Context: an optimization exercise on an open-source flow, tuned for small area. The choices shown serve that exercise and are no tape-out recipe.
Function was checked by simulation only, so behaviour that the tests miss may differ from the original.
The clock port is modelled as an ideal driver; clocking choices that lean on that would not hold on a real chip.
Power figures rest on the tool's default switching activity, not on a simulated workload.

exp/amber:
==> flow/design.v (excerpt) <==
module Kitchen_Timer(
	input [5:0] num,
	input un_start, un_pause, un_reset, un_get_min, un_get_sec,
	input fast, up, clk,
	input rst,
	output led,
	output [3:0] AN,
	output [6:0] disp,
	output HS, VS,
	output [2:0] R, G,
	output [1:0] B
);
wire clock, clock_rise;
wire [7:0] tb;    
wire tb_wrap;
wire reset, start, pause, get_min, get_sec;
wire [13:0] big_bin;  
wire [3:0] small_bin;
clock_delay cd0 (clk, rst, fast, clock, clock_rise);
k_clock_delay cd1 (clk, rst, tb, tb_wrap);
debouncer s  (clk, rst, un_start, start);
debouncer p  (clk, rst, un_pause, pause);
debouncer r  (clk, rst, un_reset, reset);
debouncer gm (clk, rst, un_get_min, get_min);
debouncer gs (clk, rst, un_get_sec, get_sec);
debugger d (clk, rst, clock, clock_rise, up, reset, pause, start, get_min, get_sec, num, led, big_bin);
alternate alt (clk, rst, tb_wrap, big_bin, small_bin, AN);
bin_to_seg bts (small_bin, disp);
VGA_display vdisplay (rst, reset, clk, tb[1:0] == 2'b01, R[0], HS, VS, big_bin);
assign R[2:1] = 2'b00;
assign G = 3'b000;
assign B = 2'b00;
endmodule
For scale: about 850 cells after synthesis, ~150 flip-flops.
==> flow/config.mk <==
export PLATFORM = sky130hd
export DESIGN_NAME = Kitchen_Timer
export DESIGN_NICKNAME = Kitchen_Timer
export VERILOG_FILES = /design/flow/design.v
export SDC_FILE = /design/flow/constraint.sdc
export NUM_CORES = 4
export LEC_CHECK = 0
export CAP_MARGIN = 20
export CORE_MARGIN = 2
export CORE_UTILIZATION = 40
export PLACE_DENSITY = 0.6
export SLEW_MARGIN = 20
==> flow/constraint.sdc <==
create_clock -name core_clock -period 10.0 [get_ports {clk}]
set_input_delay 2.0000 -clock core_clock [delete_from_list [all_inputs] [get_ports {clk}]]
set_output_delay 2.0000 -clock core_clock [all_outputs]
set_load 0.01 [all_outputs]
standard.sh (not shown) runs the stock make flow with config.mk's settings and CLKGATE_MAP_FILE= SYNTH_SCRIPT=/design/flow/synth_recipe.tcl, a recipe that flattens the netlist after the stock synthesis.
==> flow/flow/run.sh <==
#!/bin/bash
# Standard layout (standard.sh: the ORFS flow with the standard synthesis), with
# smaller port buffers, combinational cells at their smallest size after floorplan,
# and a clock tree of clkbuf_8 without dummy loads.
set -euo pipefail
here=$(pwd)
bash standard.sh \
  POST_FLOORPLAN_TCL="$here/flow/downsize.tcl" \
  BUFFER_PORTS_ARGS="-buffer_cell sky130_fd_sc_hd__buf_1" \
  CTS_ARGS="-sink_clustering_enable -repair_clock_nets -dont_use_dummy_load -buf_list sky130_fd_sc_hd__clkbuf_8" \
  finish > flow.log 2>&1
==> flow/flow/downsize.tcl <==
# Swap every combinational cell that synthesis sized up for the smallest cell of the
# same family (same function and pins); timing has ample slack at this clock period,
# and the later repair steps fix any slew or capacitance limit this breaks.
set n_swapped 0
foreach inst [[ord::get_db_block] getInsts] {
  set name [[$inst getMaster] getName]
  if {![regexp {^(sky130_fd_sc_hd__[a-z0-9]+)_([0-9]+)$} $name -> base size]} { continue }
  if {[regexp {__(df|edf|sdf|dl|tap|fill|decap|conb|diode)} $base]} { continue }
  set best $name
  set best_area [get_property [get_lib_cells $name] area]
  foreach lc [get_lib_cells ${base}_*] {
    set ln [get_name $lc]
    if {![regexp "^${base}_\[0-9\]+\$" $ln]} { continue }
    set a [get_property $lc area]
    if {$a < $best_area} { set best $ln; set best_area $a }
  }
  if {$best ne $name} {
    replace_cell $inst [get_lib_cells $best]
    incr n_swapped
  }
}
puts "downsize: swapped $n_swapped cells to their smallest size"
Seen in the log of exp/amber: STA-0124 during floorplan, after which the run never completed.
Setup changes, exp/amber to exp/maple
==> flow/flow/run.sh <==
#!/bin/bash
# Standard layout (standard.sh: the ORFS flow with the standard synthesis), with
# smaller port buffers and a clock tree without dummy loads.
set -euo pipefail
bash standard.sh \
  BUFFER_PORTS_ARGS="-buffer_cell sky130_fd_sc_hd__buf_1" \
  CTS_ARGS="-sink_clustering_enable -repair_clock_nets -dont_use_dummy_load -buf_list sky130_fd_sc_hd__clkbuf_8" \
  finish > flow.log 2>&1
removed: flow/flow/downsize.tcl
## What came out
exp/maple closes out successfully: all stages finished, all timing, DRC and antenna checks passed. Between exp/amber and exp/maple, the horizontal die dimension figures differ only marginally. exp/amber -> exp/maple: count of flip-flops with a built-in enable after synthesis delta 0, exact match. On sequential element share of the synthesized area, exp/maple and exp/amber are basically level. Re multiplexer share of the synthesized area: no difference whatsoever between exp/amber and exp/maple. Re mapped cell area: no difference whatsoever between exp/maple and exp/amber. Between exp/maple and exp/amber, the effective utilization at floorplan figures differ only marginally. Changes observed in exp/maple relative to exp/amber: synthesized cell count held steady, share of flip-flops with an asynchronous set or reset after synthesis barely changed, post-synthesis xor/xnor area fraction neither gained nor lost much.
> inputs changed (exp/maple -> exp/tundra)
==> flow/flow/run.sh <==
#!/bin/bash
# The standard layout (standard.sh) with these changes:
#  - synthesis: synth_recipe.tcl unchanged except that its abc call uses flow/area.abc,
#    an area-oriented script (deepsyn, then area-recovering mapping), instead of ORFS's
#    speed script; the flip-flops and their names come from the same earlier passes;
#  - after floorplan, combinational cells go to their smallest size (flow/downsize.tcl);
#  - port buffers are buf_1;
#  - the clock tree uses clkbuf_8 and no dummy loads.
set -euo pipefail
here=$(pwd)
sed "1a proc abc {args} { set i [lsearch \$args -script]; if {\$i >= 0} { lset args [expr {\$i + 1}] $here/flow/area.abc }; yosys abc {*}\$args }" \
  synth_recipe.tcl > area_synth.tcl
bash standard.sh \
  SYNTH_SCRIPT="$here/area_synth.tcl" \
  POST_FLOORPLAN_TCL="$here/flow/downsize.tcl" \
  BUFFER_PORTS_ARGS="-buffer_cell sky130_fd_sc_hd__buf_1" \
  CTS_ARGS="-sink_clustering_enable -repair_clock_nets -dont_use_dummy_load -buf_list sky130_fd_sc_hd__clkbuf_8" \
  finish > flow.log 2>&1
==> flow/flow/area.abc (new file) <==
strash
&get -n
&st
&deepsyn -T 120
&st
&dch
&nf -a -R 1000
&st
&dch
&nf -a -R 1000
&put
==> flow/flow/downsize.tcl (new file) <==
# Swap every combinational cell that synthesis sized up for the smallest cell of the
# same family (same function and pins); timing has ample slack at this clock period,
# and the later repair steps fix any slew or capacitance limit this breaks.
set n_swapped 0
foreach inst [[ord::get_db_block] getInsts] {
  set name [[$inst getMaster] getName]
  if {![regexp {^(sky130_fd_sc_hd__[a-z0-9]+)_([0-9]+)$} $name -> base size]} { continue }
  if {[regexp {__(df|edf|sdf|dl|tap|fill|decap|conb|diode)} $base]} { continue }
  set best $name
  set best_area [get_property [get_lib_cells $name] area]
  foreach lc [get_lib_cells ${base}_*] {
    set ln [get_name $lc]
    if {![regexp "^${base}_\[0-9\]+\$" $ln]} { continue }
    set a [get_property $lc area]
    if {$a < $best_area} { set best $ln; set best_area $a }
  }
  if {$best ne $name} {
    $inst swapMaster [[ord::get_db] findMaster $best]
    incr n_swapped
  }
}
puts "downsize: swapped $n_swapped cells to their smallest size"
--- outcome ---
exp/maple | status: complete | timing, DRC, antenna: pass
exp/tundra reached the end of the flow, and the finished layout is clean on the timing, design-rule and antenna checks.
exp/tundra vs. exp/maple: mean instance size in the synthesized netlist rose by 2.7%; via count of the first global-routing pass decreased 134; number of cells traversed by the worst register-to-register path went up by 2.
### exp/tundra -> exp/garnet
==> flow/flow/run.sh <==
#!/bin/bash
# Standard layout (standard.sh: the ORFS flow with the standard synthesis), with
# smaller port buffers, combinational cells at their smallest size after floorplan,
# and a clock tree of clkbuf_8 without dummy loads.
set -euo pipefail
here=$(pwd)
bash standard.sh \
  POST_FLOORPLAN_TCL="$here/flow/downsize.tcl" \
  BUFFER_PORTS_ARGS="-buffer_cell sky130_fd_sc_hd__buf_1" \
  CTS_ARGS="-sink_clustering_enable -repair_clock_nets -dont_use_dummy_load -buf_list sky130_fd_sc_hd__clkbuf_8" \
  finish > flow.log 2>&1
removed: flow/flow/area.abc
Notes after the runs:
- In summary, exp/garnet completed successfully, with a layout that passed the timing, design-rule and antenna checks.
- The final cell count in exp/garnet is 1.07 times that in exp/tundra.
- Per the comparison of exp/garnet with exp/tundra, post-route fraction of the period consumed by the critical path shows a reduction of 11 points; clock power shows no meaningful change; total power draw shows an increase of about 0.5%; layout cell share with drive strength beyond 1 shows an increase of 0.63 points.
- exp/garnet vs exp/tundra, internal reg-to-reg setup slack went up by 0.11 ns.
- exp/garnet ends up with lower tightest slew margin relative to the limit than exp/tundra does.

---

Another version of the RTL of Kitchen_Timer (not shown whole).
Size in the first run: roughly 37 I/O pins, ~0.0061 mm² of cells after synthesis.
==> flow/config.mk <==
export PLATFORM = sky130hd
export DESIGN_NAME = Kitchen_Timer
export DESIGN_NICKNAME = Kitchen_Timer
export VERILOG_FILES = /design/flow/design.v
export SDC_FILE = /design/flow/constraint.sdc
export NUM_CORES = 4
export LEC_CHECK = 0
export CAP_MARGIN = 20
export CORE_MARGIN = 2
export CORE_UTILIZATION = 70
export PLACE_DENSITY = 0.85
export SLEW_MARGIN = 20
==> flow/constraint.sdc <==
create_clock -name core_clock -period 10.0 [get_ports {clk}]
set_input_delay 2.0000 -clock core_clock [delete_from_list [all_inputs] [get_ports {clk}]]
set_output_delay 2.0000 -clock core_clock [all_outputs]
set_load 0.01 [all_outputs]
==> flow/flow/run.sh <==
#!/bin/bash
# The standard layout (standard.sh) with these changes:
#  - synthesis: synth_recipe.tcl unchanged except that its abc call uses flow/area.abc,
#    an area-oriented script (deepsyn, then area-recovering mapping), instead of ORFS's
#    speed script, and that adders are left to abc (ADDER_MAP_FILE empty) instead of
#    being mapped to half/full-adder cells; the flip-flops and their names come from
#    the same earlier passes;
#  - after floorplan, combinational cells go to their smallest size (flow/downsize.tcl);
#  - port buffers are buf_1;
#  - the clock tree uses clkbuf_4 and no dummy loads; after CTS, leaf buffers whose
#    flip-flops would see a clock slew near the limit become clkbuf_8 (flow/clk_upsize.tcl).
set -euo pipefail
here=$(pwd)
sed "1a proc abc {args} { set i [lsearch \$args -script]; if {\$i >= 0} { lset args [expr {\$i + 1}] $here/flow/area.abc }; yosys abc {*}\$args }" \
  synth_recipe.tcl > area_synth.tcl
bash standard.sh \
  SYNTH_SCRIPT="$here/area_synth.tcl" \
  ADDER_MAP_FILE= \
  POST_FLOORPLAN_TCL="$here/flow/downsize.tcl" \
  BUFFER_PORTS_ARGS="-buffer_cell sky130_fd_sc_hd__buf_1" \
  CTS_ARGS="-sink_clustering_enable -repair_clock_nets -dont_use_dummy_load -buf_list sky130_fd_sc_hd__clkbuf_4" \
  POST_CTS_TCL="$here/flow/clk_upsize.tcl" \
  finish > flow.log 2>&1
==> flow/flow/clk_upsize.tcl <==
set limit 0.112
estimate_parasitics -placement
set changed 0
foreach inst [[ord::get_db_block] getInsts] {
  if {[[$inst getMaster] getName] ne "sky130_fd_sc_hd__clkbuf_4"} { continue }
  set worst 0
  foreach iterm [$inst getITerms] {
    if {![$iterm isOutputSignal]} { continue }
    set net [$iterm getNet]
    if {$net eq "NULL"} { continue }
    foreach load [$net getITerms] {
      if {[$load isOutputSignal]} { continue }
      set pin [get_pins -quiet "[[$load getInst] getName]/[[$load getMTerm] getName]"]
      if {$pin eq ""} { continue }
      set s [get_property $pin slew_max]
      if {$s > $worst} { set worst $s }
    }
  }
  if {$worst > $limit} {
    $inst swapMaster [[ord::get_db] findMaster sky130_fd_sc_hd__clkbuf_8]
    incr changed
  }
}
puts "clk_upsize: $changed clock buffers now clkbuf_8"
if {$changed > 0} {
  detailed_placement
  check_placement -verbose
  estimate_parasitics -placement
}
Other scripts of this flow, unchanged in this note and not shown: flow/flow/area.abc, flow/flow/downsize.tcl
Next try:
--- a/flow/flow/run.sh
+++ b/flow/flow/run.sh
@@ -5,3 +5 @@
-#    speed script, and that adders are left to abc (ADDER_MAP_FILE empty) instead of
-#    being mapped to half/full-adder cells; the flip-flops and their names come from
-#    the same earlier passes;
+#    speed script; the flip-flops and their names come from the same earlier passes;
@@ -18 +15,0 @@
-  ADDER_MAP_FILE= \
--- a/flow/flow/clk_upsize.tcl
+++ b/flow/flow/clk_upsize.tcl
@@ -1 +1 @@
-set limit 0.112
+set limit 0.105
After rerunning: Clock power climbs by about 5%; total power is higher by 1.8%; non-clock buffer count fell by 1; hold slack loses 0.023 ns; global-route usage fell by 1.1 points; count of clock-buffer cells in the layout does not change.

[separate check: timing with driven ports]
The flow's constraints put no driver on any port. The routed layouts listed below were extracted and timed again, unchanged, in two steps. Step 1, drivers: a clkbuf_16 drives clk and a buf_2 each remaining input, both assumed. Step 2 moves the port delays by t, midway between the first and last clock arrival at a register: inputs arrive t later, outputs are due t later. That takes back most of the time a late clock gives input paths. Slacks: no drivers / after step 1 / after step 2; pairs: no drivers / after step 1.
run	t, ns	setup slack, ns	hold slack, ns	pins driven straight from the clock port
exp/maple	0.468	6.095 / 6.112 / 5.644	0.423 / 0.423 / 0.423	1
exp/tundra	0.464	4.958 / 4.970 / 4.506	0.401 / 0.401 / 0.401	1
exp/garnet	0.473	6.098 / 6.116 / 5.643	0.418 / 0.418 / 0.418	1
the first run of note 2	0.429	5.868 / 5.872 / 5.443	0.416 / 0.416 / 0.416	1
the second run of note 2	0.441	5.929 / 5.932 / 5.491	0.393 / 0.393 / 0.393	1
After both steps every run listed still meets setup and hold. For exp/garnet, which loses most, drivers alone change the setup slack by +0.018 ns; drivers and shift together by -0.455 ns.
